From an optimization exercise on the open Yosys and OpenROAD flow, aimed at small area, a short achievable clock period and few clock cycles; shortcuts taken in it are not production practice. Function was checked by simulation only, so behaviour that the tests miss may differ from the original. Power figures rest on the tool's default switching activity, not on a simulated workload.

`flow/run.sh`:
```
#!/bin/bash
# synth_recipe.tcl (not shown) runs the flow's synth.tcl, then flattens the netlist and writes it again
# the make line also repeats each setting of config.mk as NAME=value (left out here)
make -C /OpenROAD-flow-scripts/flow DESIGN_CONFIG=/design/flow/config.mk WORK_HOME=/design/flow/orfs CLKGATE_MAP_FILE= SYNTH_SCRIPT=/design/flow/synth_recipe.tcl finish
```
`flow/config.mk`:
```
export PLATFORM = sky130hd
export DESIGN_NAME = Conv
export DESIGN_NICKNAME = Conv
export VERILOG_FILES = /design/flow/design.v
export SDC_FILE = /design/flow/constraint.sdc
export NUM_CORES = 4
export LEC_CHECK = 0
export CAP_MARGIN = 20
export CORE_MARGIN = 2
export CORE_UTILIZATION = 80
export CTS_BUF_LIST = sky130_fd_sc_hd__clkbuf_4 sky130_fd_sc_hd__clkbuf_8
export CTS_CLUSTER_DIAMETER = 50
export CTS_CLUSTER_SIZE = 20
export SETUP_SLACK_MARGIN = 3.7
export SLEW_MARGIN = 20
```
`flow/constraint.sdc`:
```
create_clock -name core_clock -period 6.0 [get_ports {clk}]
set_input_delay 1.2000 -clock core_clock [delete_from_list [all_inputs] [get_ports {clk}]]
set_output_delay 1.2000 -clock core_clock [all_outputs]
set_load 0.01 [all_outputs]
```
`flow/design.v`:
```
module Conv(
  clk,
  rst_n,
  image_valid,
  filter_valid,
  in_data,
  out_valid,
  out_data
);
input clk,rst_n,image_valid,filter_valid;
input [2:0] in_data;
output [8:0] out_data;
output logic out_valid;
function automatic [5:0] m3(input [2:0] a, input [2:0] b);
  case ({a, b})
    6'd0: m3 = 6'd0;
    6'd1: m3 = 6'd0;
    6'd2: m3 = 6'd0;
    6'd3: m3 = 6'd0;
    6'd4: m3 = 6'd0;
    6'd5: m3 = 6'd0;
    6'd6: m3 = 6'd0;
    6'd7: m3 = 6'd0;
    6'd8: m3 = 6'd0;
    6'd9: m3 = 6'd1;
    6'd10: m3 = 6'd2;
    6'd11: m3 = 6'd3;
    6'd12: m3 = 6'd4;
    6'd13: m3 = 6'd5;
    6'd14: m3 = 6'd6;
    6'd15: m3 = 6'd7;
    6'd16: m3 = 6'd0;
    6'd17: m3 = 6'd2;
    6'd18: m3 = 6'd4;
    6'd19: m3 = 6'd6;
    6'd20: m3 = 6'd8;
    6'd21: m3 = 6'd10;
    6'd22: m3 = 6'd12;
    6'd23: m3 = 6'd14;
    6'd24: m3 = 6'd0;
    6'd25: m3 = 6'd3;
    6'd26: m3 = 6'd6;
    6'd27: m3 = 6'd9;
    6'd28: m3 = 6'd12;
    6'd29: m3 = 6'd15;
    6'd30: m3 = 6'd18;
    6'd31: m3 = 6'd21;
    6'd32: m3 = 6'd0;
    6'd33: m3 = 6'd4;
    6'd34: m3 = 6'd8;
    6'd35: m3 = 6'd12;
    6'd36: m3 = 6'd16;
    6'd37: m3 = 6'd20;
    6'd38: m3 = 6'd24;
    6'd39: m3 = 6'd28;
    6'd40: m3 = 6'd0;
    6'd41: m3 = 6'd5;
    6'd42: m3 = 6'd10;
    6'd43: m3 = 6'd15;
    6'd44: m3 = 6'd20;
    6'd45: m3 = 6'd25;
    6'd46: m3 = 6'd30;
    6'd47: m3 = 6'd35;
    6'd48: m3 = 6'd0;
    6'd49: m3 = 6'd6;
    6'd50: m3 = 6'd12;
    6'd51: m3 = 6'd18;
    6'd52: m3 = 6'd24;
    6'd53: m3 = 6'd30;
    6'd54: m3 = 6'd36;
    6'd55: m3 = 6'd42;
    6'd56: m3 = 6'd0;
    6'd57: m3 = 6'd7;
    6'd58: m3 = 6'd14;
    6'd59: m3 = 6'd21;
    6'd60: m3 = 6'd28;
    6'd61: m3 = 6'd35;
    6'd62: m3 = 6'd42;
    6'd63: m3 = 6'd49;
  endcase
endfunction
logic [2:0] f [0:8];     
logic [2:0] q [0:15];    
logic [5:0] cnt;         
logic [7:0] U1_s, U1_c;
logic [8:0] U2_s, U2_c;
logic [8:0] S_s, S_c;
logic [5:0] Z;           
logic [8:0] C;           
logic [8:0] M0, M1, M2;  
logic v0, v1;            
logic codd, first, last;  
wire u1_1 = (f[0][0] & q[15][0]) ^ (f[1][0] & q[14][0]);
wire u1_2 = (f[0][0] & q[15][0]) & (f[1][0] & q[14][0]);
wire u1_3 = (f[0][0] & q[15][1]) ^ (f[0][1] & q[15][0]) ^ (f[1][0] & q[14][1]);
wire u1_4 = ((f[0][0] & q[15][1]) ^ (f[0][1] & q[15][0])) ? (f[1][0] & q[14][1]) : (f[0][0] & q[15][1]);
wire u1_5 = (f[1][1] & q[14][0]) ^ (f[2][0] & q[13][1]) ^ (f[2][1] & q[13][0]);
wire u1_6 = ((f[1][1] & q[14][0]) ^ (f[2][0] & q[13][1])) ? (f[2][1] & q[13][0]) : (f[1][1] & q[14][0]);
wire u1_7 = u1_2 ^ u1_3;
wire u1_8 = u1_2 & u1_3;
wire u1_9 = (f[0][0] & q[15][2]) ^ (f[0][1] & q[15][1]) ^ (f[0][2] & q[15][0]);
wire u1_10 = ((f[0][0] & q[15][2]) ^ (f[0][1] & q[15][1])) ? (f[0][2] & q[15][0]) : (f[0][0] & q[15][2]);
wire u1_11 = (f[1][0] & q[14][2]) ^ (f[1][1] & q[14][1]) ^ (f[1][2] & q[14][0]);
wire u1_12 = ((f[1][0] & q[14][2]) ^ (f[1][1] & q[14][1])) ? (f[1][2] & q[14][0]) : (f[1][0] & q[14][2]);
wire u1_13 = (f[2][0] & q[13][2]) ^ (f[2][1] & q[13][1]) ^ (f[2][2] & q[13][0]);
wire u1_14 = ((f[2][0] & q[13][2]) ^ (f[2][1] & q[13][1])) ? (f[2][2] & q[13][0]) : (f[2][0] & q[13][2]);
wire u1_15 = u1_4 ^ u1_6 ^ u1_11;
wire u1_16 = (u1_4 ^ u1_6) ? u1_11 : u1_4;
wire u1_17 = u1_13 ^ u1_9 ^ u1_8;
wire u1_18 = (u1_13 ^ u1_9) ? u1_8 : u1_13;
wire u1_19 = (f[0][1] & q[15][2]) ^ (f[0][2] & q[15][1]) ^ (f[1][1] & q[14][2]);
wire u1_20 = ((f[0][1] & q[15][2]) ^ (f[0][2] & q[15][1])) ? (f[1][1] & q[14][2]) : (f[0][1] & q[15][2]);
wire u1_21 = (f[1][2] & q[14][1]) ^ (f[2][1] & q[13][2]) ^ (f[2][2] & q[13][1]);
wire u1_22 = ((f[1][2] & q[14][1]) ^ (f[2][1] & q[13][2])) ? (f[2][2] & q[13][1]) : (f[1][2] & q[14][1]);
wire u1_23 = u1_10 ^ u1_12 ^ u1_14;
wire u1_24 = (u1_10 ^ u1_12) ? u1_14 : u1_10;
wire u1_25 = u1_19 ^ u1_21 ^ u1_16;
wire u1_26 = (u1_19 ^ u1_21) ? u1_16 : u1_19;
wire u1_27 = u1_23 ^ u1_18;
wire u1_28 = u1_23 & u1_18;
wire u1_29 = (f[0][2] & q[15][2]) ^ (f[1][2] & q[14][2]) ^ (f[2][2] & q[13][2]);
wire u1_30 = ((f[0][2] & q[15][2]) ^ (f[1][2] & q[14][2])) ? (f[2][2] & q[13][2]) : (f[0][2] & q[15][2]);
wire u1_31 = u1_20 ^ u1_22 ^ u1_29;
wire u1_32 = (u1_20 ^ u1_22) ? u1_29 : u1_20;
wire u1_33 = u1_24 ^ u1_31 ^ u1_28;
wire u1_34 = (u1_24 ^ u1_31) ? u1_28 : u1_24;
wire u1_35 = u1_30 ^ u1_32;
wire u1_36 = u1_30 & u1_32;
wire [7:0] u1_a = {1'b0, u1_36, u1_35, u1_26, u1_25, u1_15, u1_5, (f[2][0] & q[13][0])};
wire [7:0] u1_b = {1'b0, 1'b0, u1_34, u1_33, u1_27, u1_17, u1_7, u1_1};
wire u2_1 = U1_c[0] ^ U1_s[0] ^ (f[3][0] & q[8][0]);
wire u2_2 = (U1_c[0] ^ U1_s[0]) ? (f[3][0] & q[8][0]) : U1_c[0];
wire u2_3 = (f[4][0] & q[7][0]) ^ (f[5][0] & q[6][0]);
wire u2_4 = (f[4][0] & q[7][0]) & (f[5][0] & q[6][0]);
wire u2_5 = U1_c[1] ^ U1_s[1] ^ (f[3][0] & q[8][1]);
wire u2_6 = (U1_c[1] ^ U1_s[1]) ? (f[3][0] & q[8][1]) : U1_c[1];
wire u2_7 = (f[3][1] & q[8][0]) ^ (f[4][0] & q[7][1]) ^ (f[4][1] & q[7][0]);
wire u2_8 = ((f[3][1] & q[8][0]) ^ (f[4][0] & q[7][1])) ? (f[4][1] & q[7][0]) : (f[3][1] & q[8][0]);
wire u2_9 = (f[5][0] & q[6][1]) ^ (f[5][1] & q[6][0]) ^ u2_4;
wire u2_10 = ((f[5][0] & q[6][1]) ^ (f[5][1] & q[6][0])) ? u2_4 : (f[5][0] & q[6][1]);
wire u2_11 = u2_2 ^ u2_5 ^ u2_7;
wire u2_12 = (u2_2 ^ u2_5) ? u2_7 : u2_2;
wire u2_13 = U1_c[2] ^ U1_s[2] ^ (f[3][0] & q[8][2]);
wire u2_14 = (U1_c[2] ^ U1_s[2]) ? (f[3][0] & q[8][2]) : U1_c[2];
wire u2_15 = (f[3][1] & q[8][1]) ^ (f[3][2] & q[8][0]) ^ (f[4][0] & q[7][2]);
wire u2_16 = ((f[3][1] & q[8][1]) ^ (f[3][2] & q[8][0])) ? (f[4][0] & q[7][2]) : (f[3][1] & q[8][1]);
wire u2_17 = (f[4][1] & q[7][1]) ^ (f[4][2] & q[7][0]) ^ (f[5][0] & q[6][2]);
wire u2_18 = ((f[4][1] & q[7][1]) ^ (f[4][2] & q[7][0])) ? (f[5][0] & q[6][2]) : (f[4][1] & q[7][1]);
wire u2_19 = (f[5][1] & q[6][1]) ^ (f[5][2] & q[6][0]) ^ u2_6;
wire u2_20 = ((f[5][1] & q[6][1]) ^ (f[5][2] & q[6][0])) ? u2_6 : (f[5][1] & q[6][1]);
wire u2_21 = u2_8 ^ u2_13 ^ u2_15;
wire u2_22 = (u2_8 ^ u2_13) ? u2_15 : u2_8;
wire u2_23 = u2_17 ^ u2_10 ^ u2_12;
wire u2_24 = (u2_17 ^ u2_10) ? u2_12 : u2_17;
wire u2_25 = u2_19 ^ u2_21;
wire u2_26 = u2_19 & u2_21;
wire u2_27 = U1_c[3] ^ U1_s[3] ^ (f[3][1] & q[8][2]);
wire u2_28 = (U1_c[3] ^ U1_s[3]) ? (f[3][1] & q[8][2]) : U1_c[3];
wire u2_29 = (f[3][2] & q[8][1]) ^ (f[4][1] & q[7][2]) ^ (f[4][2] & q[7][1]);
wire u2_30 = ((f[3][2] & q[8][1]) ^ (f[4][1] & q[7][2])) ? (f[4][2] & q[7][1]) : (f[3][2] & q[8][1]);
wire u2_31 = (f[5][1] & q[6][2]) ^ (f[5][2] & q[6][1]) ^ u2_14;
wire u2_32 = ((f[5][1] & q[6][2]) ^ (f[5][2] & q[6][1])) ? u2_14 : (f[5][1] & q[6][2]);
wire u2_33 = u2_16 ^ u2_18 ^ u2_27;
wire u2_34 = (u2_16 ^ u2_18) ? u2_27 : u2_16;
wire u2_35 = u2_29 ^ u2_20 ^ u2_22;
wire u2_36 = (u2_29 ^ u2_20) ? u2_22 : u2_29;
wire u2_37 = u2_31 ^ u2_33 ^ u2_26;
wire u2_38 = (u2_31 ^ u2_33) ? u2_26 : u2_31;
wire u2_39 = u2_24 ^ u2_35;
wire u2_40 = u2_24 & u2_35;
wire u2_41 = U1_c[4] ^ U1_s[4] ^ (f[3][2] & q[8][2]);
wire u2_42 = (U1_c[4] ^ U1_s[4]) ? (f[3][2] & q[8][2]) : U1_c[4];
wire u2_43 = (f[4][2] & q[7][2]) ^ (f[5][2] & q[6][2]) ^ u2_28;
wire u2_44 = ((f[4][2] & q[7][2]) ^ (f[5][2] & q[6][2])) ? u2_28 : (f[4][2] & q[7][2]);
wire u2_45 = u2_30 ^ u2_41 ^ u2_32;
wire u2_46 = (u2_30 ^ u2_41) ? u2_32 : u2_30;
wire u2_47 = u2_34 ^ u2_43 ^ u2_36;
wire u2_48 = (u2_34 ^ u2_43) ? u2_36 : u2_34;
wire u2_49 = u2_45 ^ u2_38 ^ u2_40;
wire u2_50 = (u2_45 ^ u2_38) ? u2_40 : u2_45;
wire u2_51 = U1_c[5] ^ U1_s[5] ^ u2_42;
wire u2_52 = (U1_c[5] ^ U1_s[5]) ? u2_42 : U1_c[5];
wire u2_53 = u2_44 ^ u2_51 ^ u2_46;
wire u2_54 = (u2_44 ^ u2_51) ? u2_46 : u2_44;
wire u2_55 = u2_48 ^ u2_53;
wire u2_56 = u2_48 & u2_53;
wire u2_57 = U1_c[6] ^ U1_s[6] ^ u2_52;
wire u2_58 = (U1_c[6] ^ U1_s[6]) ? u2_52 : U1_c[6];
wire u2_59 = u2_57 ^ u2_54;
wire u2_60 = u2_57 & u2_54;
wire u2_61 = U1_c[7] ^ U1_s[7] ^ u2_58;
wire u2_62 = (U1_c[7] ^ U1_s[7]) ? u2_58 : U1_c[7];
wire [8:0] u2_a = {u2_62, u2_61, u2_56, u2_50, u2_47, u2_37, u2_25, u2_9, u2_3};
wire [8:0] u2_b = {1'b0, u2_60, u2_59, u2_55, u2_49, u2_39, u2_23, u2_11, u2_1};
wire s_1 = U2_c[0] ^ U2_s[0] ^ (f[6][0] & q[1][0]);
wire s_2 = (U2_c[0] ^ U2_s[0]) ? (f[6][0] & q[1][0]) : U2_c[0];
wire s_3 = U2_c[1] ^ U2_s[1] ^ (f[6][0] & q[1][1]);
wire s_4 = (U2_c[1] ^ U2_s[1]) ? (f[6][0] & q[1][1]) : U2_c[1];
wire s_5 = (f[6][1] & q[1][0]) ^ (f[7][0] & q[0][1]) ^ (f[7][1] & q[0][0]);
wire s_6 = ((f[6][1] & q[1][0]) ^ (f[7][0] & q[0][1])) ? (f[7][1] & q[0][0]) : (f[6][1] & q[1][0]);
wire s_7 = s_2 ^ s_3;
wire s_8 = s_2 & s_3;
wire s_9 = U2_c[2] ^ U2_s[2] ^ (f[6][0] & q[1][2]);
wire s_10 = (U2_c[2] ^ U2_s[2]) ? (f[6][0] & q[1][2]) : U2_c[2];
wire s_11 = (f[6][1] & q[1][1]) ^ (f[6][2] & q[1][0]) ^ (f[7][0] & q[0][2]);
wire s_12 = ((f[6][1] & q[1][1]) ^ (f[6][2] & q[1][0])) ? (f[7][0] & q[0][2]) : (f[6][1] & q[1][1]);
wire s_13 = (f[7][1] & q[0][1]) ^ (f[7][2] & q[0][0]) ^ s_4;
wire s_14 = ((f[7][1] & q[0][1]) ^ (f[7][2] & q[0][0])) ? s_4 : (f[7][1] & q[0][1]);
wire s_15 = s_6 ^ s_11 ^ s_9;
wire s_16 = (s_6 ^ s_11) ? s_9 : s_6;
wire s_17 = s_8 ^ s_13;
wire s_18 = s_8 & s_13;
wire s_19 = U2_c[3] ^ U2_s[3] ^ (f[6][1] & q[1][2]);
wire s_20 = (U2_c[3] ^ U2_s[3]) ? (f[6][1] & q[1][2]) : U2_c[3];
wire s_21 = (f[6][2] & q[1][1]) ^ (f[7][1] & q[0][2]) ^ (f[7][2] & q[0][1]);
wire s_22 = ((f[6][2] & q[1][1]) ^ (f[7][1] & q[0][2])) ? (f[7][2] & q[0][1]) : (f[6][2] & q[1][1]);
wire s_23 = s_10 ^ s_12 ^ s_19;
wire s_24 = (s_10 ^ s_12) ? s_19 : s_10;
wire s_25 = s_21 ^ s_14 ^ s_16;
wire s_26 = (s_21 ^ s_14) ? s_16 : s_21;
wire s_27 = s_23 ^ s_18;
wire s_28 = s_23 & s_18;
wire s_29 = U2_c[4] ^ U2_s[4] ^ (f[6][2] & q[1][2]);
wire s_30 = (U2_c[4] ^ U2_s[4]) ? (f[6][2] & q[1][2]) : U2_c[4];
wire s_31 = (f[7][2] & q[0][2]) ^ s_20 ^ s_22;
wire s_32 = ((f[7][2] & q[0][2]) ^ s_20) ? s_22 : (f[7][2] & q[0][2]);
wire s_33 = s_29 ^ s_24 ^ s_31;
wire s_34 = (s_29 ^ s_24) ? s_31 : s_29;
wire s_35 = s_28 ^ s_26;
wire s_36 = s_28 & s_26;
wire s_37 = U2_c[5] ^ U2_s[5] ^ s_30;
wire s_38 = (U2_c[5] ^ U2_s[5]) ? s_30 : U2_c[5];
wire s_39 = s_32 ^ s_37 ^ s_34;
wire s_40 = (s_32 ^ s_37) ? s_34 : s_32;
wire s_41 = U2_c[6] ^ U2_s[6] ^ s_38;
wire s_42 = (U2_c[6] ^ U2_s[6]) ? s_38 : U2_c[6];
wire s_43 = U2_c[7] ^ U2_s[7];
wire s_44 = U2_c[7] & U2_s[7];
wire s_45 = U2_c[8] ^ U2_s[8];
wire s_46 = U2_c[8] & U2_s[8];
wire [8:0] s_a = {s_44, s_43, s_41, s_36, s_33, s_25, s_15, s_5, (f[7][0] & q[0][0])};
wire [8:0] s_b = {s_45, s_42, s_40, s_39, s_35, s_27, s_17, s_7, s_1};
wire c_1 = S_c[0] ^ S_s[0];
wire c_2 = S_c[0] & S_s[0];
wire c_3 = S_c[1] ^ S_s[1] ^ Z[1];
wire c_4 = (S_c[1] ^ S_s[1]) ? Z[1] : S_c[1];
wire c_5 = S_c[2] ^ S_s[2] ^ Z[2];
wire c_6 = (S_c[2] ^ S_s[2]) ? Z[2] : S_c[2];
wire c_7 = S_c[3] ^ S_s[3] ^ Z[3];
wire c_8 = (S_c[3] ^ S_s[3]) ? Z[3] : S_c[3];
wire c_9 = S_c[4] ^ S_s[4] ^ Z[4];
wire c_10 = (S_c[4] ^ S_s[4]) ? Z[4] : S_c[4];
wire c_11 = S_c[5] ^ S_s[5] ^ Z[5];
wire c_12 = (S_c[5] ^ S_s[5]) ? Z[5] : S_c[5];
wire c_13 = S_c[6] ^ S_s[6];
wire c_14 = S_c[6] & S_s[6];
wire c_15 = S_c[7] ^ S_s[7];
wire c_16 = S_c[7] & S_s[7];
wire c_17 = S_c[8] ^ S_s[8];
wire c_18 = S_c[8] & S_s[8];
wire [8:0] c_a = {c_16, c_14, c_13, c_10, c_8, c_6, c_4, c_2, Z[0]};
wire [8:0] c_b = {c_17, c_15, c_12, c_11, c_9, c_7, c_5, c_3, c_1};
wire csum_g0_0 = c_a[0] & c_b[0];
wire csum_p0_0 = c_a[0] ^ c_b[0];
wire csum_g0_1 = c_a[1] & c_b[1];
wire csum_p0_1 = c_a[1] ^ c_b[1];
wire csum_g0_2 = c_a[2] & c_b[2];
wire csum_p0_2 = c_a[2] ^ c_b[2];
wire csum_g0_3 = c_a[3] & c_b[3];
wire csum_p0_3 = c_a[3] ^ c_b[3];
wire csum_g0_4 = c_a[4] & c_b[4];
wire csum_p0_4 = c_a[4] ^ c_b[4];
wire csum_g0_5 = c_a[5] & c_b[5];
wire csum_p0_5 = c_a[5] ^ c_b[5];
wire csum_g0_6 = c_a[6] & c_b[6];
wire csum_p0_6 = c_a[6] ^ c_b[6];
wire csum_g0_7 = c_a[7] & c_b[7];
wire csum_p0_7 = c_a[7] ^ c_b[7];
wire csum_g0_8 = c_a[8] & c_b[8];
wire csum_p0_8 = c_a[8] ^ c_b[8];
wire csum_g1_1 = csum_g0_1 | (csum_p0_1 & csum_g0_0);
wire csum_g1_2 = csum_g0_2 | (csum_p0_2 & csum_g0_1);
wire csum_p1_2 = csum_p0_2 & csum_p0_1;
wire csum_g1_3 = csum_g0_3 | (csum_p0_3 & csum_g0_2);
wire csum_p1_3 = csum_p0_3 & csum_p0_2;
wire csum_g1_4 = csum_g0_4 | (csum_p0_4 & csum_g0_3);
wire csum_p1_4 = csum_p0_4 & csum_p0_3;
wire csum_g1_5 = csum_g0_5 | (csum_p0_5 & csum_g0_4);
wire csum_p1_5 = csum_p0_5 & csum_p0_4;
wire csum_g1_6 = csum_g0_6 | (csum_p0_6 & csum_g0_5);
wire csum_p1_6 = csum_p0_6 & csum_p0_5;
wire csum_g1_7 = csum_g0_7 | (csum_p0_7 & csum_g0_6);
wire csum_p1_7 = csum_p0_7 & csum_p0_6;
wire csum_g1_8 = csum_g0_8 | (csum_p0_8 & csum_g0_7);
wire csum_p1_8 = csum_p0_8 & csum_p0_7;
wire csum_g2_2 = csum_g1_2 | (csum_p1_2 & csum_g0_0);
wire csum_g2_3 = csum_g1_3 | (csum_p1_3 & csum_g1_1);
wire csum_g2_4 = csum_g1_4 | (csum_p1_4 & csum_g1_2);
wire csum_p2_4 = csum_p1_4 & csum_p1_2;
wire csum_g2_5 = csum_g1_5 | (csum_p1_5 & csum_g1_3);
wire csum_p2_5 = csum_p1_5 & csum_p1_3;
wire csum_g2_6 = csum_g1_6 | (csum_p1_6 & csum_g1_4);
wire csum_p2_6 = csum_p1_6 & csum_p1_4;
wire csum_g2_7 = csum_g1_7 | (csum_p1_7 & csum_g1_5);
wire csum_p2_7 = csum_p1_7 & csum_p1_5;
wire csum_g2_8 = csum_g1_8 | (csum_p1_8 & csum_g1_6);
wire csum_p2_8 = csum_p1_8 & csum_p1_6;
wire csum_g3_4 = csum_g2_4 | (csum_p2_4 & csum_g0_0);
wire csum_g3_5 = csum_g2_5 | (csum_p2_5 & csum_g1_1);
wire csum_g3_6 = csum_g2_6 | (csum_p2_6 & csum_g2_2);
wire csum_g3_7 = csum_g2_7 | (csum_p2_7 & csum_g2_3);
wire csum_g3_8 = csum_g2_8 | (csum_p2_8 & csum_g2_4);
wire csum_p3_8 = csum_p2_8 & csum_p2_4;
wire csum_g4_8 = csum_g3_8 | (csum_p3_8 & csum_g0_0);
wire [8:0] csum = {(csum_p0_8 ^ csum_g3_7), (csum_p0_7 ^ csum_g3_6), (csum_p0_6 ^ csum_g3_5), (csum_p0_5 ^ csum_g3_4), (csum_p0_4 ^ csum_g2_3), (csum_p0_3 ^ csum_g2_2), (csum_p0_2 ^ csum_g1_1), (csum_p0_1 ^ csum_g0_0), csum_p0_0};
wire [2:0] cc = cnt[2:0];
wire rodd = cnt[3] ^ (cc == 3'd0);
always_ff @(posedge clk) begin
  if (filter_valid) begin
    for (int k = 0; k < 8; k++) f[k] <= f[k+1];
    f[8] <= in_data;
  end
  if (image_valid) begin
    q[0] <= in_data;
    for (int k = 1; k < 16; k++) q[k] <= q[k-1];
    U1_s <= u1_a;
    U1_c <= u1_b;
    U2_s <= u2_a;
    U2_c <= u2_b;
    S_s <= s_a;
    S_c <= s_b;
  end
  Z <= m3(f[8], in_data);
  C <= csum;
  codd  <= ~cc[0];
  first <= ~rodd & cc[0];
  last  <= rodd & ~cc[0];
end
logic [8:0] mx;
wire gt = C > M0;
always_comb mx = gt ? C : M0;
always_ff @(posedge clk) begin
  if (v1) begin
    if (codd) begin
      M0 <= M1;
      M1 <= M2;
      M2 <= mx;
    end else if (first || gt) begin
      M0 <= C;
    end
  end
end
assign out_data = M2;
wire [2:0] row = cnt[5:3];
wire [2:0] col = cnt[2:0];
always_ff @(posedge clk or negedge rst_n) begin
  if (!rst_n) begin
    cnt <= 0;
    v0 <= 0;
    v1 <= 0;
    out_valid <= 0;
  end else begin
    if (image_valid) cnt <= cnt + 1;
    v0 <= image_valid & (row[2] | row[1]) & (col[2] | col[1]);
    v1 <= v0;
    out_valid <= v1 & last;
  end
end
endmodule
```
==> summary.txt, run 1 <==
final wirelength=30900 um; core box area=10400 um2; Pre-antenna DRT Iters=7; Ys Warns=3; synthesized area per cell=12.8 um2; DR vias=6900; worst-path cell chain=nand2_1 > maj3_1 > o21ai_0 > maj3_2 > xnor2_1; critical path launch point type=register; Worst EP required=6280 ps; Via density=7.72; # IOs=17; Post-Synthesis Cell Area=8580 um2; PortBufs=16; hold_ws=376 ps; pre-CTS setup slack=2850 ps; Max-slew headroom=43.1%; Residual DRC=0; Sink Count=175; Yosys top cell area share=51.8%; fmax=368 MHz; Mapped Cells=669; die width=108 um; Worst-path clk slew=120 ps; unrepaired setup endpoints after global routing=true; Seq/Total Area, Yosys=58.6%; gr usage total=41.6%; root buffer cell=clkbuf_8; post-synth top area cell=edfxtp_1; Synth Flop Type=edfxtp_1; post-route clock period utilization=45.2%; final setup margin=3290 ps; initial antenna violation count=2; Max-Cap Viols=0; pins over their slew limit=0; Layout Skew=24.3 ps; initial core utilization=82.7%; Critical-path top delay cell=maj3_1; Post-synth EDFFs=148; vias in the first global route=6232; Die ar.=11600 um2; DR WL/cell=34.6 um; outcome=complete, no violations; distinct cell type count after synthesis=44; Tightest Hold Check Type=reg2reg; Core Rows=37; Starting DRT DRC Count=1451; placed cells=818; worst hold path stage count=0; largest net degree at the start of global routing=57; CTS tree=yes; Post-Syn Nets=717; HPWL after detailed placement=10900 um; share of cells above drive strength 1=24.3%; Filler Cells Inserted=152; Hold Violations, Final=0; setup TNS=0 ps; Critical Path End Type=register; Finished Core Util=97.1%; Yosys reg bits=175; ranking of synthesized cells by area=edfxtp_1, xnor2_1, ha_1; global-route wire length before repair=34900 um; H-tree depth=4; clock buffer depth=2; Cell Count, Final, Fillers Out=894; Die Ht=108 um; Leak=3.85 nW; # nets final=791; Crit path largest cell delay=590 ps; async set-reset flop share out of synthesis=5.14%; R2R cell count=5; Area growth syn-to-layout=17.3%; largest fanout on the critical path=4; Slew @ Worst Pin=854 ps; overall power=5.16 mW; worst skew pair latency=520 ps; CP arrival=3000 ps; minimum clock period after layout=2710 ps; Power Dens Cells=512 nW/um2; Post-DP Area=8910 um2; global route overflow=0; Worst IR Drop VDD=0.451 mV; placer congestion estimate=0.859; post-layout instance area=10100 um2; TritonCTS buffer count=17; post-route ant nets=0; critical path type=reg2reg; final setup violation count=0
-- cell type report --
cell class	instances	area (um2)	share of cell area, %
sequential	175	5030	50.0
clock inverter	15	264	2.62
antenna	2	5.00	0.0497
tap	136	170	1.69
clock buffer	17	234	2.32
inverter	25	93.8	0.932
timing repair buffer	59	447	4.44
multi-input combinational	465	3820	38.0
-- kinds of logic (layout without fill, tap and decap cells) --
family	after synthesis	after routing	share of synthesized area (%)
AOI/OAI and AO/OA	83	84	5.83
xor gates and xnor gates	135	135	14.0
adders and majority gates	75	75	10.1
buffers and inverters	30	116	1.33
DFF	175	175	58.6
muxes	20	20	2.58
other	0	2	0
and+or+nand+nor	151	151	7.58
-- metal layers --
layer  wire length, um  share of wire [%]  global-route usage [%]
met5                 0                  0                       0
met4              3620                 12                    21.9
met3              4850                 16                    10.7
met2             13500                 44                    70.5
met1              8930                 29                    48.8
-- critical path: cells and delay by family (launching register included) --
family	cells	cell delay (ps)
AND/OR/NAND/NOR	1	380
adder cells (fa/ha/maj)	2	970
XOR/XNOR	1	100
flip-flops	1	540
AO/OA/AOI/OAI	1	500
-- cell usage after synthesis (all sizes together) (3+ instances only) --
cell,instances
nand3,7
dfrtp,9
and2,11
inv,25
nand4,4
nor2,24
maj3,34
a21oi,28
clkbuf,3
a31oi,3
a21o,3
nand2,95
nor2b,6
xnor2,103
o21a,7
edfxtp,148
mux2i,3
xor2,32
dfxtp,18
mux2,17
o21ai,30
ha,40
-- where the power goes --
| group | switching, mW | internal (mW) | total (mW) | leakage (nW) |
|---|---|---|---|---|
| sequential | 0.278 | 1.66 | 1.94 | 1.70 |
| clock | 0.510 | 0.578 | 1.09 | 0.240 |
| combinational | 1.22 | 0.916 | 2.13 | 1.91 |
-- cell usage in the layout (no fill, tap or decap), types with 4 or more instances in the layout --
cell type | synthesis | final
a21oi_1 | 24 | 18
a21oi_2 | 4 | 9
and2_1 | 10 | 9
buf_2 | 1 | 10
buf_4 | 0 | 41
bufinv_16 | 0 | 7
clkbuf_8 | 0 | 17
dfrtp_1 | 9 | 9
dfxtp_1 | 18 | 18
edfxtp_1 | 148 | 148
ha_1 | 40 | 34
inv_1 | 25 | 22
maj3_1 | 29 | 24
maj3_2 | 5 | 10
mux2_2 | 17 | 8
mux2_4 | 0 | 9
nand2_1 | 90 | 82
nand2_2 | 5 | 12
nand3_1 | 7 | 7
nand4_1 | 4 | 4
nor2_1 | 24 | 23
nor2b_1 | 6 | 5
o21a_1 | 7 | 7
o21ai_0 | 24 | 16
o21ai_1 | 6 | 5
o21ai_2 | 0 | 8
xnor2_1 | 101 | 89
xnor2_2 | 2 | 12
xor2_1 | 32 | 28
xor2_2 | 0 | 4
-- final timing paths --
kind                                    from                  to  slack (ps)
min reg2reg                     v0$_DFF_PN0_        v1$_DFF_PN0_         380
max reg2reg                q[1][0]$_DFFE_PP_    S_c[5]$_DFFE_PP_        3290
min in group asynchronous              rst_n  cnt[1]$_DFFE_PN0P_        1010
max                        q[1][0]$_DFFE_PP_    S_c[5]$_DFFE_PP_        3290
min                             v0$_DFF_PN0_        v1$_DFF_PN0_         380
max in group asynchronous              rst_n  cnt[3]$_DFFE_PN0P_        4650
-- what timing repair did --
item                                    in CTS  in global routing
hold buffers                                 0                  0
setup buffers                               17                 24
gates resized for setup                     82                 58
cloned                                       1                  0
endpoints found under the setup margin      40                 79
pin swaps                                   12                 35
-- flip-flops by register name, indices dropped and copies added (netlist names) --
signal     flops
M2             9
M0             9
U2_c           8
M1             9
cnt            6
f             27
U2_s           8
q             48
v1             1
U1_s           7
last           1
first          1
S_c            8
codd           1
U1_c           6
S_s            9
Z              6
v0             1
out_valid      1
C              9
Testbench counts, summed over its fixed seeds: cycles 9,600.
==> run 2, diff against run 1 <==
--- a/flow/config.mk
+++ b/flow/config.mk
@@ -7,5 +7,6 @@
 export LEC_CHECK = 0
+export ABC_AREA = 1
 export CAP_MARGIN = 20
 export CORE_MARGIN = 2
-export CORE_UTILIZATION = 80
+export CORE_UTILIZATION = 75
 export CTS_BUF_LIST = sky130_fd_sc_hd__clkbuf_4 sky130_fd_sc_hd__clkbuf_8
@@ -13,3 +14,3 @@
 export CTS_CLUSTER_SIZE = 20
-export SETUP_SLACK_MARGIN = 3.7
+export SETUP_SLACK_MARGIN = 3.5
 export SLEW_MARGIN = 20
==> run 2 against run 1 <==
Net effect: via count down 15%; synthesized area increased by 2.3%; core utilization fell by 14 points; clock-buffer cell count up 4; critical endpoint is now out_data[6]; largest cell class unchanged.
==> summary.txt, run 2 <==
Post-DP Area=9100 um2 (was 8910 um2); placer congestion estimate=0.901 (was 0.859); gr usage total=27.8% (was 41.6%); most frequent cells in the layout=nand2_1, edfxtp_1, inv_1, xor2_1, ha_1 (was edfxtp_1, xnor2_1, nand2_1, buf_4, ha_1); vias in the first global route=5706 (was 6232); Sink Count=175 (unchanged); Max-Cap Viols=0 (unchanged); final setup violation count=0 (unchanged); post-cts hold buffer count=0 (unchanged); Tightest Hold Check Type=reg2reg (unchanged); delay-heaviest family, CP=flip-flops (was adder cells); outcome=complete, no violations (unchanged); Post-Syn Nets=872 (was 717); # nets final=905 (was 791); Synth Flop Type=edfxtp_1 (unchanged); Die Ht=112 um (was 108 um); HPWL after detailed placement=11700 um (was 10900 um); Hold Violations, Final=0 (unchanged); share of cells above drive strength 1=8.28% (was 24.3%); WP buf/inv=1 (was 0); Worst-path clk slew=90 ps (was 120 ps); largest net degree at the start of global routing=52 (was 57); CP arrival=1190 ps (was 3000 ps); distinct cell type count after synthesis=50 (was 44); pins over their slew limit=0 (unchanged); ranking of synthesized cells by area=edfxtp_1, nand2_1, ha_1 (was edfxtp_1, xnor2_1, ha_1); DR WL/cell=16.4 um (was 34.6 um); minimum clock period after layout=2390 ps (was 2710 ps); Residual DRC=0 (unchanged); global-route wire length before repair=27100 um (was 34900 um); Layout Skew=16.6 ps (was 24.3 ps); async set-reset flop share out of synthesis=5.14% (unchanged); Post-Synthesis Cell Area=8780 um2 (was 8580 um2); Critical Path End Type=output port (was register); Max-slew headroom=54.8% (was 43.1%); critical path launch point type=register (unchanged); R2R cell count=11 (was 5); DR vias=5853 (was 6900); Cell Count, Final, Fillers Out=1013 (was 894); Leak=4.26 nW (was 3.85 nW); clock buffer depth=2 (unchanged); H-tree depth=4 (unchanged); Slew @ Worst Pin=678 ps (was 854 ps); top post-synthesis cells by count=nand2_1, edfxtp_1, inv_1 (was edfxtp_1, xnor2_1, nand2_1); Critical Path Stages=1 (was 5); Seq/Total Area, Yosys=57.3% (was 58.6%); post-route clock period utilization=39.8% (was 45.2%); post-route ant nets=0 (unchanged); die width=112 um (was 108 um); Biggest register=q (unchanged); biggest regs=q x48, f x27 (unchanged); Power Dens Cells=429 nW/um2 (was 512 nW/um2); CTS tree=yes (unchanged); final wirelength=16600 um (was 30900 um); worst skew pair latency=470 ps (was 520 ps); antenna cells=0 (was 2); placed cells=980 (was 818); Via density=5.78 (was 7.72); Worst IR Drop VDD=0.419 mV (was 0.451 mV); Filler Cells Inserted=611 (was 152); Yosys top cell area share=50.6% (was 51.8%); Area growth syn-to-layout=8.51% (was 17.3%); worst-path cell chain=dlygate4sd2_1 (was nand2_1 > maj3_1 > o21ai_0 > maj3_2 > xnor2_1); initial core utilization=76.9% (was 82.7%); PortBufs=16 (unchanged); unrepaired setup endpoints after global routing=true (unchanged); setup TNS=0 ps (unchanged); worst hold path stage count=0 (unchanged); initial antenna violation count=0 (was 2); synthesized area per cell=10.7 um2 (was 12.8 um2); Starting DRT DRC Count=486 (was 1451); Yosys reg bits=175 (unchanged); root buffer cell=clkbuf_8 (unchanged); Critical-path top delay cell=edfxtp_1 (was maj3_1); TritonCTS buffer count=17 (unchanged); global route overflow=0 (unchanged); most common cell after layout, fill and taps aside=nand2_1 (was edfxtp_1); post-layout instance area=9530 um2 (was 10100 um2); fmax=418 MHz (was 368 MHz); Mapped Cells=824 (was 669); Ys Warns=3 (unchanged); Pre-antenna DRT Iters=6 (was 7); largest fanout on the critical path=2 (was 4); Post-synth EDFFs=148 (unchanged); critical path type=reg2out (was reg2reg); Worst EP required=4800 ps (was 6280 ps); most common cell in the synthesized netlist=nand2_1 (was edfxtp_1); Die ar.=12600 um2 (was 11600 um2); max reg flops=48 (unchanged); # IOs=17 (unchanged); post-synth top area cell=edfxtp_1 (unchanged); Crit path largest cell delay=430 ps (was 590 ps); Core Rows=39 (was 37); core box area=11400 um2 (was 10400 um2)
-- run 2: cell families (layout without fill, tap and decap cells) --
logic type | after synthesis | after routing | synth area share (%)
AND/OR/NAND/NOR | 310 | 310 | 15.2
AO/OA/AOI/OAI | 99 | 99 | 6.87
adder cells (fa/ha/maj) | 50 | 50 | 6.97
flip-flops | 175 | 175 | 57.3
buffers and inverters | 102 | 148 | 4.40
XOR/XNOR | 88 | 88 | 9.25
-- run 2: final timing paths --
check / from / endpoint / slack, ps
setup / recovery: M2[6]$_DFFE_PP_ / out_data[6] / 3610
hold / removal: v0$_DFF_PN0_ / v1$_DFF_PN0_ / 370
setup reg to reg: S_s[2]$_DFFE_PP_ / C[8]$_DFF_P_ / 3640
hold reg to reg: v0$_DFF_PN0_ / v1$_DFF_PN0_ / 370
max in group asynchronous: rst_n / cnt[4]$_DFFE_PN0P_ / 4690
min in group asynchronous: rst_n / cnt[0]$_DFFE_PN0P_ / 1030
-- run 2: layout make-up --
cell class,count,area [um2],share of cell area [%]
flip-flops and latches,175,5030,52.8
well taps,143,179,1.88
inverters,98,368,3.86
clock buffers,21,264,2.77
repair buffers,18,160,1.68
clock inverters,11,140,1.47
multi-input cells,547,3380,35.5
-- run 2: per-stage QoR --
stage / worst slack, ps / utilization [%] / hold WS [ps] / power, mW
2_1_floorplan: 3570 / - / 331 / 2.86
3_3_place_gp: 3110 / 79.7 / 351 / 3.10
3_5_place_dp: 3110 / 79.7 / 341 / 3.22
4_1_cts: 3560 / 83.1 / 373 / 4.06
5_1_grt: 3480 / 83.4 / 386 / 4.36
6_report: 3610 / 83.4 / 367 / 4.09
-- run 2: power breakdown --
group	total (mW)	internal, mW	switching (mW)
logic	1.39	0.557	0.838
registers	1.86	1.69	0.171
clock network	0.837	0.428	0.409
total	4.09	2.67	1.42
-- run 2: layer usage --
| layer | up-vias | track usage (%) | wire length (um) |
|---|---|---|---|
| met2 | 226 | 45.5 | 8050 |
| met3 | 30 | 7.61 | 1170 |
| met4 | 0 | 8.37 | 304 |
| met1 | 2770 | 37.1 | 7090 |
| met5 | - | 0 | 0 |
| li1 | 2827 | - | - |
-- run 2: what timing repair did --
action,CTS,global route
pin swaps,0,1
buffers inserted,0,1
endpoints found under the setup margin,19,13
gates resized for setup,11,6
==> run 3, diff against run 2 <==
--- a/flow/config.mk
+++ b/flow/config.mk
@@ -7,3 +7,2 @@
 export LEC_CHECK = 0
-export ABC_AREA = 1
 export CAP_MARGIN = 20
==> run 3 against run 2 <==
Net effect: non-clock buffer count grew 7; wire length is 11% lower; synthesized area is 2.3% lower; first-iteration DRC count fell by 41%.
==> summary.txt, run 3 <==
outcome=complete, no violations (unchanged); PortBufs=16 (unchanged); most frequent cells in the layout=edfxtp_1, xnor2_1, nand2_1, ha_1, xor2_1 (was nand2_1, edfxtp_1, inv_1, xor2_1, ha_1); largest net degree at the start of global routing=61 (was 52); Pre-antenna DRT Iters=7 (was 6); post-route ant nets=0 (unchanged); synthesized area per cell=12.8 um2 (was 10.7 um2); async set-reset flop share out of synthesis=5.14% (unchanged); biggest regs=q x48, f x27 (unchanged); distinct cell type count after synthesis=44 (was 50); Residual DRC=0 (unchanged); HPWL after detailed placement=10600 um (was 11700 um); max reg flops=48 (unchanged); R2R cell count=8 (was 11); Die Ht=111 um (was 112 um); Layout Skew=11.8 ps (was 16.6 ps); Core Rows=39 (unchanged); H-tree depth=4 (unchanged); worst skew pair latency=450 ps (was 470 ps); Hold EP=v1$_DFF_PN0_ (unchanged); share of cells above drive strength 1=11.2% (was 8.28%); Sink Count=175 (unchanged); Worst-path clk slew=90 ps (about the same); Max-Cap Viols=0 (unchanged); clock buffer depth=2 (unchanged); Biggest register=q (unchanged); ranking of synthesized cells by area=edfxtp_1, xnor2_1, ha_1 (was edfxtp_1, nand2_1, ha_1); Critical Path End Type=register (was output port); Yosys reg bits=175 (unchanged); Slew @ Worst Pin=906 ps (was 678 ps); final wirelength=14800 um (was 16600 um); largest fanout on the critical path=5 (was 2); Area growth syn-to-layout=9.23% (was 8.51%); Yosys top cell area share=51.8% (was 50.6%); vias in the first global route=5173 (was 5706); Leak=3.49 nW (was 4.26 nW); antenna cells=0 (unchanged); Filler Cells Inserted=617 (was 611); unrepaired setup endpoints after global routing=true (unchanged); Critical R2R Launch=q[7][1]$_DFFE_PP_ (was S_s[2]$_DFFE_PP_); Tightest Hold Check Type=reg2reg (unchanged); # IOs=17 (unchanged); Mapped Cells=669 (was 824); Worst R2R End=U2_s[5]$_DFFE_PP_ (was C[8]$_DFF_P_); CTS tree=yes (unchanged); Post-Syn Nets=717 (was 872); root buffer cell=clkbuf_8 (unchanged); final setup margin=3560 ps (was 3610 ps); Max-slew headroom=39.6% (was 54.8%); Via density=5.83 (was 5.78); most common cell in the synthesized netlist=edfxtp_1 (was nand2_1); critical path launch point type=register (unchanged); top post-synthesis cells by count=edfxtp_1, xnor2_1, nand2_1 (was nand2_1, edfxtp_1, inv_1); global-route wire length before repair=24500 um (was 27100 um); Synth Flop Type=edfxtp_1 (unchanged); minimum clock period after layout=2440 ps (was 2390 ps); placed cells=825 (was 980); Seq/Total Area, Yosys=58.6% (was 57.3%); hold path start=v0$_DFF_PN0_ (unchanged); Cell Count, Final, Fillers Out=864 (was 1013); # nets final=756 (was 905); pins over their slew limit=0 (unchanged); Hold Violations, Final=0 (unchanged); hold_ws=368 ps (was 367 ps); post-route clock period utilization=40.6% (was 39.8%); Worst R2R Setup Slack=3560 ps (was 3640 ps); CP arrival=2640 ps (was 1190 ps); DR vias=5035 (was 5853); critical path type=reg2reg (was reg2out); die width=111 um (was 112 um); Post-synth EDFFs=148 (unchanged); core box area=11300 um2 (was 11400 um2); initial core utilization=76.1% (was 76.9%); Post-Synthesis Cell Area=8580 um2 (was 8780 um2); initial antenna violation count=0 (unchanged); fmax=410 MHz (was 418 MHz); final setup violation count=0 (unchanged); Ys Warns=3 (unchanged); most common cell after layout, fill and taps aside=edfxtp_1 (was nand2_1); post-synth top area cell=edfxtp_1 (unchanged); gr usage total=25.3% (was 27.8%); Die ar.=12300 um2 (was 12600 um2); setup TNS=0 ps (unchanged); worst hold path stage count=0 (unchanged); global route overflow=0 (unchanged); TritonCTS buffer count=17 (unchanged); Starting DRT DRC Count=285 (was 486); Power Dens Cells=428 nW/um2 (was 429 nW/um2); placer congestion estimate=0.908 (was 0.901); pre-CTS setup slack=2970 ps (was 3110 ps); DR WL/cell=17.1 um (was 16.4 um); Worst IR Drop VDD=0.338 mV (was 0.419 mV); Worst EP required=6210 ps (was 4800 ps)
-- run 3: timing repair --
| action | in CTS | in global routing |
|---|---|---|
| hold buffers | 0 | 0 |
| endpoints found under the hold margin | 0 | 0 |
| pin swaps | 1 | 1 |
| resized for setup | 15 | 6 |
| buffers inserted | 1 | 6 |
| setup endpoints to repair | 29 | 24 |
-- run 3: worst max path at each step --
stage	cells after the start	end	startpoint
floorplan	10	M0[0]$_DFFE_PP_	M0[1]$_DFFE_PP_
global placement	8	Z[3]$_DFF_P_	in_data[1]
detailed placement	8	Z[3]$_DFF_P_	in_data[1]
CTS	11	C[8]$_DFF_P_	S_s[0]$_DFFE_PP_
global route	11	C[8]$_DFF_P_	S_c[1]$_DFFE_PP_
finish	8	U2_s[5]$_DFFE_PP_	q[7][1]$_DFFE_PP_
-- run 3: per-stage QoR --
step / power [mW] / utilization (%) / cell area, um2
6_report: 4.02 / 83.2 / 9370
3_3_place_gp: 3.12 / 79.1 / 8910
3_5_place_dp: 3.23 / 79.1 / 8910
5_1_grt: 4.24 / 83.2 / 9370
4_1_cts: 4.01 / 82.6 / 9310
2_1_floorplan: 2.89 / - / 8580
-- run 3: worst max-delay path, stage by stage, from the launching register on --
cell and delay, ps:
edfxtp_1 500, nand2_1 160, xor2_1 190, xnor2_1 140, nor2_1 120, o21ai_1 110, maj3_1 390, ha_1 270
maj3_2 310
-- run 3: power breakdown --
part / internal, mW / switching [mW] / total (mW)
Combinational: 0.699 / 0.695 / 1.39
Clock: 0.378 / 0.392 / 0.770
Sequential: 1.66 / 0.192 / 1.85
-- run 3: cell type report --
| class | instances | area (um2) | area share (%) |
|---|---|---|---|
| Clock buffer | 20 | 256 | 2.74 |
| Clock inverter | 12 | 120 | 1.28 |
| Timing Repair Buffer | 25 | 223 | 2.38 |
| Tap cell | 143 | 179 | 1.91 |
| Multi-Input combinational cell | 464 | 3470 | 37.0 |
| Inverter | 25 | 93.8 | 1.00 |
| Sequential cell | 175 | 5030 | 53.7 |
-- run 3: cells by family after synthesis --
kind of cell / count (synthesis) / share of synthesized area [%]
adder cells (fa/ha/maj): 75 / 10.1
XOR/XNOR: 135 / 14.0
AND/OR/NAND/NOR: 151 / 7.58
buffers and inverters: 30 / 1.33
multiplexers: 20 / 2.58
AO/OA/AOI/OAI: 83 / 5.83
flip-flops: 175 / 58.6
-- run 3: layer usage --
layer,share of wire (%),vias up,wire length (um),track usage (%)
li1,-,2440,-,-
met1,42,2435,6200,32.2
met2,51,134,7600,42.7
met3,4.7,26,693,4.70
met4,1.8,0,267,11.7
met5,0,-,0,0
==> run 4, diff against run 3 <==
--- a/flow/design.v
+++ b/flow/design.v
@@ -329,5 +329,5 @@
     U2_c <= u2_b;
-    S_s <= s_a;
-    S_c <= s_b;
   end
+  S_s <= s_a;
+  S_c <= s_b;
   Z <= m3(f[8], in_data);
==> run 4 against run 3 <==
Net effect: still clean on timing, DRC and antenna; sequential share of layout area shrank 0.94 points; clock power grew 5.6%; clock skew shrank 1.4 ps; critical path depth shrank 1; wire length grew 3.3%; via count is essentially flat; global-route usage grew 1.5 points; non-clock buffer count grew 3; setup slack lost 46 ps; final cell count shrank 0.23%; sequential power is essentially flat; highest routed layer unchanged.
==> summary.txt, run 4 <==
outcome=complete, no violations (unchanged); Via density=5.84 (was 5.83); Tightest Hold Check Type=reg2reg (unchanged); Critical R2R Launch=f[4][0]$_DFFE_PP_ (was q[7][1]$_DFFE_PP_); largest fanout on the critical path=10 (was 5); Slew @ Worst Pin=818 ps (was 906 ps); Area growth syn-to-layout=10.1% (was 9.23%); # nets final=757 (was 756); PortBufs=16 (unchanged); most common cell in the synthesized netlist=edfxtp_1 (unchanged); Biggest register=q (unchanged); biggest regs=q x48, f x27 (unchanged); max reg flops=48 (unchanged); final wirelength=15300 um (was 14800 um); Hold Violations, Final=0 (unchanged); Worst EP required=6360 ps (was 6210 ps); hold_ws=388 ps (was 368 ps); top post-synthesis cells by count=edfxtp_1, xnor2_1, nand2_1 (unchanged); critical path launch point type=input pin (was register); H-tree depth=4 (unchanged); most frequent cells in the layout=edfxtp_1, xnor2_1, nand2_1, ha_1, dfxtp_1 (was edfxtp_1, xnor2_1, nand2_1, ha_1, xor2_1); pins over their slew limit=0 (unchanged); Core Rows=38 (was 39); core box area=10900 um2 (was 11300 um2); DR WL/cell=17.7 um (was 17.1 um); synthesized area per cell=12.6 um2 (was 12.8 um2); Sink Count=175 (unchanged); Post-Synthesis Cell Area=8370 um2 (was 8580 um2); critical path type=in2reg (was reg2reg); Critical-path top delay cell=dlygate4sd2_1 (was edfxtp_1); hold path start=v0$_DFF_PN0_ (unchanged); Mapped Cells=667 (was 669); post-cts hold buffer count=0 (unchanged); vias in the first global route=5068 (was 5173); final setup violation count=0 (unchanged); initial core utilization=76.9% (was 76.1%); Post-Syn Nets=715 (was 717); root buffer cell=clkbuf_8 (unchanged); Critical Path End Type=register (unchanged); setup TNS=0 ps (unchanged); worst hold path stage count=0 (unchanged); ranking of synthesized cells by area=edfxtp_1, xnor2_1, dfxtp_1 (was edfxtp_1, xnor2_1, ha_1); Starting DRT DRC Count=367 (was 285); HPWL after detailed placement=10200 um (was 10600 um); post-route ant nets=0 (unchanged); gr usage total=26.9% (was 25.3%); Residual DRC=0 (unchanged); Yosys reg bits=175 (unchanged); Die Ht=110 um (was 111 um); die width=110 um (was 111 um); clock buffer depth=2 (unchanged); post-route clock period utilization=41.4% (was 40.6%); TritonCTS buffer count=17 (unchanged); Post-synth EDFFs=131 (was 148); Ys Warns=3 (unchanged); Crit path largest cell delay=420 ps (was 500 ps); Max-Cap Viols=0 (unchanged); global-route wire length before repair=23800 um (was 24500 um); Max-slew headroom=45.5% (was 39.6%); Worst-path clk slew=90 ps (about the same); Worst R2R End=U2_s[5]$_DFFE_PP_ (unchanged); DR vias=5034 (was 5035); # IOs=17 (unchanged); R2R cell count=8 (unchanged); unrepaired setup endpoints after global routing=true (unchanged); minimum clock period after layout=2480 ps (was 2440 ps); worst-path cell chain=dlygate4sd2_1 > inv_1 > ha_1 > and3_1 > a211oi_1 > a21oi_1 > a22o_1 (was nand2_1 > xor2_1 > xnor2_1 > nor2_1 > o21ai_1 > maj3_1 > ha_1 > maj3_2); CP arrival=2840 ps (was 2640 ps); Power Dens Cells=433 nW/um2 (was 428 nW/um2); Seq/Total Area, Yosys=58.0% (was 58.6%); distinct cell type count after synthesis=42 (was 44); worst skew pair latency=470 ps (was 450 ps); Yosys top cell area share=47.0% (was 51.8%); initial antenna violation count=0 (unchanged); share of cells above drive strength 1=11.4% (was 11.2%); fmax=403 MHz (was 410 MHz); antenna cells=0 (unchanged); Layout Skew=10.4 ps (was 11.8 ps); Worst R2R Setup Slack=3560 ps (about the same); placer congestion estimate=0.872 (was 0.908); Pre-antenna DRT Iters=5 (was 7); global route overflow=0 (unchanged); CTS tree=yes (unchanged); Synth Flop Type=edfxtp_1 (unchanged); largest net degree at the start of global routing=56 (was 61); Die ar.=12000 um2 (was 12300 um2); post-synth top area cell=edfxtp_1 (unchanged); async set-reset flop share out of synthesis=5.14% (unchanged); Leak=3.51 nW (was 3.49 nW); Worst IR Drop VDD=0.294 mV (was 0.338 mV); Hold EP=v1$_DFF_PN0_ (unchanged); most common cell after layout, fill and taps aside=edfxtp_1 (unchanged)
-- run 4: kinds of logic after synthesis --
family          Yosys count  share of synthesized area, %
mux                      19                          2.52
xor+xnor                135                          14.2
buf+inv                  32                          1.43
compound gates           82                          5.89
simple gates            148                          7.44
flops                   175                          58.0
fa+ha+maj                76                          10.5
-- run 4: cell type report --
class,count,area [um2]
multi-input combinational,460,3450
fill,541,1670
sequential,175,4860
clock buffer,25,307
inverter,27,101
clock inverter,7,87.6
tap,140,175
timing repair buffer,28,236
-- run 4: power by group --
part	internal, mW	switching [mW]	total, mW
Combinational	0.686	0.676	1.36
Clock	0.418	0.395	0.813
Sequential	1.62	0.194	1.82
Total	2.73	1.27	3.99
-- run 4: how the worst max path moves through the flow --
stage / start / to / slack [ps]
after floorplan: in_data[0] / Z[3]$_DFF_P_ / 3720
after global placement: in_data[1] / Z[3]$_DFF_P_ / 2940
after detailed placement: in_data[1] / Z[3]$_DFF_P_ / 2790
after CTS: in_data[0] / Z[3]$_DFF_P_ / 3430
after global routing: in_data[1] / Z[3]$_DFF_P_ / 3480
final: in_data[1] / Z[3]$_DFF_P_ / 3520
-- run 4: worst max-delay path: cells and delay by family --
family / cells / cell delay [ps]
adder cells (fa/ha/maj): 1 / 350
AO/OA/AOI/OAI: 3 / 530
buffers and inverters: 2 / 590
AND/OR/NAND/NOR: 1 / 170
-- run 4: layer usage --
layer / global-route usage (%) / vias up / wire, um
li1: - / 2417 / -
met1: 33.4 / 2406 / 6380
met2: 45.3 / 176 / 7630
met3: 5.99 / 35 / 881
met4: 11.8 / 0 / 363
met5: 0 / - / 0
-- run 4: per-stage QoR --
step | instances | setup slack, ps | instance area, um2 | utilization [%] | total power [mW]
after floorplan | 667 | 3720 | 8370 | - | 2.84
after global placement | 820 | 2940 | 8700 | 79.9 | 3.08
after detailed placement | 820 | 2790 | 8700 | 79.9 | 3.16
after CTS | 854 | 3430 | 9110 | 83.7 | 3.99
after global routing | 862 | 3480 | 9220 | 84.6 | 4.21
final | 862 | 3520 | 9220 | 84.6 | 3.99
-- run 4: what timing repair did --
item                                    in CTS  in global routing
buffers inserted                             2                  8
gates resized for setup                     15                 10
pin swaps                                    0                  1
endpoints found under the setup margin      24                 14
Testbench counts of run 4, summed over its fixed seeds: cycles 9,600.
==> run 5, diff against run 4 <==
--- a/flow/design.v
+++ b/flow/design.v
@@ -329,5 +329,5 @@
     U2_c <= u2_b;
+    S_s <= s_a;
+    S_c <= s_b;
   end
-  S_s <= s_a;
-  S_c <= s_b;
   Z <= m3(f[8], in_data);
--- a/flow/config.mk
+++ b/flow/config.mk
@@ -7,5 +7,6 @@
 export LEC_CHECK = 0
+export ABC_AREA = 1
 export CAP_MARGIN = 20
 export CORE_MARGIN = 2
-export CORE_UTILIZATION = 75
+export CORE_UTILIZATION = 70
 export CTS_BUF_LIST = sky130_fd_sc_hd__clkbuf_4 sky130_fd_sc_hd__clkbuf_8
@@ -13,3 +14,3 @@
 export CTS_CLUSTER_SIZE = 20
-export SETUP_SLACK_MARGIN = 3.5
+export SETUP_SLACK_MARGIN = 3.6
 export SLEW_MARGIN = 20
==> run 5 against run 4 <==
Net effect: wire length rose by 5.3%; largest cell class unchanged; setup slack better by 82 ps; synthesized cell count increased by 24%.
==> summary.txt, run 5 <==
Slew @ Worst Pin=770 ps (was 818 ps); Pre-antenna DRT Iters=4 (was 5); Seq/Total Area, Yosys=57.3% (was 58.0%); Yosys top cell area share=50.6% (was 47.0%); critical path type=reg2out (was in2reg); Sink Count=175 (unchanged); unrepaired setup endpoints after global routing=false (was true); post-route ant nets=0 (unchanged); CP arrival=1200 ps (was 2840 ps); top post-synthesis cells by count=nand2_1, edfxtp_1, inv_1 (was edfxtp_1, xnor2_1, nand2_1); Core Rows=40 (was 38); pre-CTS setup slack=3160 ps (was 2790 ps); WP buf/inv=1 (was 2); Worst-path clk slew=80 ps (was 90 ps); global-route wire length before repair=25500 um (was 23800 um); Synth Area in Adders=6.97% (was 10.5%); most common cell after layout, fill and taps aside=nand2_1 (was edfxtp_1); Post-Syn Nets=872 (was 715); vias in the first global route=5573 (was 5068); Crit path largest cell delay=420 ps (about the same); Leak=4.31 nW (was 3.51 nW); Hold Violations, Final=0 (unchanged); Residual DRC=0 (unchanged); simple-gate share of the synthesized area=15.2% (was 7.44%); pins over their slew limit=0 (unchanged); outcome=complete, no violations (unchanged); final setup margin=3600 ps (was 3520 ps); Die Ht=116 um (was 110 um); Synth Area in Compound Gates=6.87% (was 5.89%); max reg flops=48 (unchanged); minimum clock period after layout=2400 ps (was 2480 ps); Ys Warns=3 (unchanged); Filler Cells Inserted=751 (was 541); root buffer cell=clkbuf_8 (unchanged); largest fanout on the critical path=2 (was 10); HPWL after detailed placement=11100 um (was 10200 um); Biggest register=q (unchanged); Worst EP required=4800 ps (was 6360 ps); initial core utilization=72.5% (was 76.9%); DR WL/cell=15.3 um (was 17.7 um); core box area=12100 um2 (was 10900 um2); die width=116 um (was 110 um); most frequent cells in the layout=nand2_1, edfxtp_1, inv_1, xor2_1, ha_1 (was edfxtp_1, xnor2_1, nand2_1, ha_1, dfxtp_1); biggest regs=q x48, f x27 (unchanged); worst skew pair latency=450 ps (was 470 ps); Critical Path End Type=output port (was register); synthesized area per cell=10.7 um2 (was 12.6 um2); async set-reset flop share out of synthesis=5.14% (unchanged); Critical-path top delay cell=edfxtp_1 (was dlygate4sd2_1); final wirelength=16100 um (was 15300 um); overall power=4.31 mW (was 3.99 mW); H-tree depth=4 (unchanged); antenna cells=0 (unchanged); Via density=5.43 (was 5.84); DR vias=5682 (was 5034); Starting DRT DRC Count=459 (was 367); gr usage total=25.0% (was 26.9%); post-synth top area cell=edfxtp_1 (unchanged); fmax=417 MHz (was 403 MHz); Max-slew headroom=48.7% (was 45.5%); Max-Cap Viols=0 (unchanged); # IOs=17 (unchanged); CTS tree=yes (unchanged); worst-path cell chain=dlygate4sd2_1 (was dlygate4sd2_1 > inv_1 > ha_1 > and3_1 > a211oi_1 > a21oi_1 > a22o_1); Die ar.=13500 um2 (was 12000 um2); TritonCTS buffer count=17 (unchanged); critical path launch point type=register (was input pin); Tightest Hold Check Type=reg2reg (unchanged); Power Dens Cells=442 nW/um2 (was 433 nW/um2); placer congestion estimate=0.829 (was 0.872); clock buffer depth=2 (unchanged); PortBufs=16 (unchanged); global route overflow=0 (unchanged); distinct cell type count after synthesis=50 (was 42); Worst IR Drop VDD=0.308 mV (was 0.294 mV); largest family of logic cells by synthesized area=simple AND/OR/NAND/NOR gates (was XOR/XNOR gates); Area growth syn-to-layout=10.9% (was 10.1%); mux cell area share after synthesis=0% (was 2.53%); final setup violation count=0 (unchanged); Critical R2R Launch=S_s[3]$_DFFE_PP_ (was f[4][0]$_DFFE_PP_); initial antenna violation count=0 (unchanged); ranking of synthesized cells by area=edfxtp_1, nand2_1, ha_1 (was edfxtp_1, xnor2_1, dfxtp_1); setup TNS=0 ps (unchanged); xor/xnor share of the synthesized area=9.25% (was 14.2%); Yosys reg bits=175 (unchanged); # nets final=913 (was 757); Post-Synthesis Cell Area=8780 um2 (was 8370 um2); hold_ws=367 ps (was 388 ps); Synth Flop Type=edfxtp_1 (unchanged); Post-synth EDFFs=148 (was 131); delay-heaviest family, CP=flip-flops (was buffers and inverters); Mapped Cells=824 (was 667); largest net degree at the start of global routing=63 (was 56); post-route clock period utilization=40.0% (was 41.4%); most common cell in the synthesized netlist=nand2_1 (was edfxtp_1); hold path start=v0$_DFF_PN0_ (unchanged); share of cells above drive strength 1=9.68% (was 11.4%); CP startpoint=M2[0]$_DFFE_PP_ (was in_data[1]); Layout Skew=9.52 ps (was 10.4 ps)
## run 5: changes by cell type after synthesis, moves of 15 or more
| cell | delta |
|---|---|
| nand2_1 | +123 |
| xnor2_1 | -67 |
| edfxtp_1 | +17 |
| mux2_2 | -17 |
| maj3_1 | -22 |
| xor2_1 | +17 |
| inv_1 | +68 |
| dfxtp_1 | -17 |
| nand3_1 | +18 |
| o21ai_1 | +15 |
## run 5: worst paths after layout
kind | endpoint | slack [ps] | depth (start not counted)
setup / recovery | out_data[0] | 3600 | 1
hold / removal | v1$_DFF_PN0_ | 370 | 0
setup reg to reg | C[8]$_DFF_P_ | 3700 | 13
hold reg to reg | v1$_DFF_PN0_ | 370 | 0
max in group asynchronous | out_valid$_DFF_PN0_ | 4700 | 1
min in group asynchronous | cnt[4]$_DFFE_PN0P_ | 1030 | 1
## run 5: kinds of logic after synthesis
kind of cell             Yosys count
AND/OR/NAND/NOR                  310
adder cells (fa/ha/maj)           50
buffers and inverters            102
XOR/XNOR                          88
flip-flops                       175
AO/OA/AOI/OAI                     99
## run 5: power breakdown
part / internal [mW] / switching, mW
logic: 0.619 / 0.871
registers: 1.69 / 0.175
clock network: 0.536 / 0.418
## run 5: final cells by class
type	instances	area [um2]	share of cell area, %
Clock inverter	15	243	2.49
Sequential cell	175	5030	51.7
Timing Repair Buffer	26	234	2.40
Tap cell	168	210	2.16
Clock buffer	17	234	2.40
Inverter	98	368	3.78
Multi-Input combinational cell	547	3410	35.1
## run 5: timing repair
action	CTS	global route
pin swaps	0	5
gates resized for setup	14	11
endpoints found under the setup margin	20	17
hold endpoints to repair	0	0
hold buffers	0	0
buffers inserted	0	9
## run 5: per-stage QoR
step                      util, %  area (um2)  instances
after CTS                    79.3        9610       1037
after global placement       75.4        9140       1005
after global routing         80.4        9730       1046
after detailed placement     75.4        9130       1005
after floorplan                 -        8780        824
final                        80.4        9730       1046
## run 5: metal layers
layer / up-vias / track usage [%] / wire length, um
met2: 130 / 40.9 / 7680
li1: 2842 / - / -
met3: 35 / 7.22 / 699
met4: 0 / 8.25 / 399
met5: - / 0 / 0
met1: 2675 / 32.5 / 7270
Testbench counts of run 5, summed over its fixed seeds: cycles 9,600.
==> run 6, diff against run 5 <==
==> flow/config.mk (replaced) <==
export PLATFORM = sky130hd
export DESIGN_NAME = Conv
export DESIGN_NICKNAME = Conv
export VERILOG_FILES = /design/flow/design.v
export SDC_FILE = /design/flow/constraint.sdc
export NUM_CORES = 4
export LEC_CHECK = 0
export CAP_MARGIN = 20
export CORE_MARGIN = 2
export CORE_UTILIZATION = 70
export CTS_BUF_LIST = sky130_fd_sc_hd__clkbuf_8
export CTS_CLUSTER_DIAMETER = 100
export CTS_CLUSTER_SIZE = 40
export SETUP_SLACK_MARGIN = 3.5
export SLEW_MARGIN = 20
==> run 6 against run 5 <==
Net effect: still clean on timing, DRC and antenna; cell area shrank 3.1%; sequential power is essentially flat; synthesized cell count shrank 19%; wire length shrank 6.9%; synthesized area shrank 2.3%; sequential share of layout area grew 1.7 points; clock-buffer cell count is the same; clock skew grew 0.98 ps; final cell count shrank 17%; power shrank 5.5%; global-route usage shrank 0.79 points; die area shrank 2.2%; critical path type is now reg2reg; highest routed layer unchanged.
==> summary.txt, run 6 <==
synthesized area per cell=12.8 um2 (was 10.7 um2); most common cell after layout, fill and taps aside=edfxtp_1 (was nand2_1); Crit path largest cell delay=470 ps (was 420 ps); Multi-input gate area=3490 um2 (was 3410 um2); worst-path cell chain=nand2_1 > maj3_2 > xor2_1 > xnor2_1 > ha_1 > maj3_2 > maj3_2 (was dlygate4sd2_1); Ys Warns=3 (unchanged); root buffer cell=clkbuf_8 (unchanged); Seq/Total Area, Yosys=58.6% (was 57.3%); CTS tree=yes (unchanged); post-cts hold buffer count=0 (unchanged); H-tree depth=4 (unchanged); global route overflow=0 (unchanged); placed cells=829 (was 1005); antenna cells=0 (unchanged); die width=115 um (was 116 um); Synth Flop Type=edfxtp_1 (unchanged); vias in the first global route=4996 (was 5573); Via density=5.79 (was 5.43); post-layout instance area=9430 um2 (was 9730 um2); Cell Count, Final, Fillers Out=868 (was 1046); Yosys reg bits=175 (unchanged); Switch Pwr=1.30 mW (was 1.46 mW); Worst-path clk slew=90 ps (was 80 ps); share of cells above drive strength 1=11.8% (was 9.68%); sequential share of power=45.4% (was 43.3%); final wirelength=14900 um (was 16100 um); Layout Skew=10.5 ps (was 9.52 ps); Yosys top cell area share=51.8% (was 50.6%); Pre-antenna DRT Iters=5 (was 4); most common cell in the synthesized netlist=edfxtp_1 (was nand2_1); # IOs=17 (unchanged); DR vias=5024 (was 5682); outcome=complete, no violations (unchanged); Post-Syn Nets=717 (was 872); global-route wire length before repair=24000 um (was 25500 um); critical path type=reg2reg (was reg2out); Core Rows=40 (unchanged); overall power=4.07 mW (was 4.31 mW); DR WL/cell=17.2 um (was 15.3 um); Biggest register=q (unchanged); largest net degree at the start of global routing=56 (was 63); unrepaired setup endpoints after global routing=false (unchanged); async set-reset flop share out of synthesis=5.14% (unchanged); HPWL after detailed placement=10200 um (was 11100 um); Filler Cells Inserted=724 (was 751); clock buffer depth=2 (unchanged); Starting DRT DRC Count=312 (was 459); Mapped Cells=669 (was 824); Hold Violations, Final=0 (unchanged)
-- run 6: path summary, 6_finish.rpt --
kind / startpoint / end / slack, ps / cells after the start
setup / recovery: q[8][0]$_DFFE_PP_ / U2_s[5]$_DFFE_PP_ / 3590 / 7
hold / removal: v0$_DFF_PN0_ / v1$_DFF_PN0_ / 370 / 0
setup reg to reg: q[8][0]$_DFFE_PP_ / U2_s[5]$_DFFE_PP_ / 3590 / 7
hold reg to reg: v0$_DFF_PN0_ / v1$_DFF_PN0_ / 370 / 0
max in group asynchronous: rst_n / cnt[0]$_DFFE_PN0P_ / 4730 / 1
min in group asynchronous: rst_n / cnt[2]$_DFFE_PN0P_ / 1000 / 1
-- run 6: kinds of logic (layout without fill, tap and decap cells) --
group	count (synthesis)	after routing	synth area share, %
flops	175	175	58.6
simple gates	151	151	7.58
buf+inv	30	82	1.33
mux	20	20	2.58
compound gates	83	83	5.83
xor+xnor	135	135	14.0
fa+ha+maj	75	75	10.1
-- run 6: critical path: cells and delay by family, from the launching register on --
kind                       cells  cell delay [ps]
adders and majority gates      4             1210
DFF                            1              470
xor gates and xnor gates       2              330
and+or+nand+nor                1              150
-- run 6: power by group through the flow --
| stage | sequential, mW | combinational, mW | clock (mW) |
|---|---|---|---|
| finish | 1.85 | 1.40 | 0.823 |
| global route | 1.88 | 1.53 | 0.886 |
| CTS | 1.85 | 1.35 | 0.844 |
| detailed placement | 1.88 | 1.33 | 0 |
| global placement | 1.86 | 1.30 | 0 |
| floorplan | 1.81 | 1.08 | 0 |
-- run 6: area by class of cell --
| cell class | instances | area share [%] |
|---|---|---|
| Sequential cell | 175 | 53.4 |
| Multi-Input combinational cell | 464 | 37.0 |
| Clock buffer | 17 | 2.48 |
| Timing Repair Buffer | 25 | 2.40 |
| Tap cell | 147 | 1.95 |
| Clock inverter | 15 | 1.83 |
| Inverter | 25 | 0.995 |
-- run 6: metal layers --
layer | vias to the layer above | routed length [um] | track usage [%]
li1 | 2440 | - | -
met3 | 28 | 541 | 5.45
met5 | - | 0 | 0
met2 | 101 | 7440 | 39.8
met4 | 0 | 293 | 9.88
met1 | 2455 | 6670 | 31.5
-- run 6: what timing repair did --
| item | CTS | global route |
|---|---|---|
| pin swaps | 0 | 2 |
| setup buffers | 0 | 7 |
| setup endpoints to repair | 20 | 25 |
| resized for setup | 13 | 11 |

Re-timed with assumed drivers on the ports (clkbuf_16 on the clock, buf_2 on other inputs), run 6 has 3.558 ns of setup slack against 3.586 ns with ideal ports, and 3.183 ns once port delays also move by the mid clock arrival of 0.512 ns.
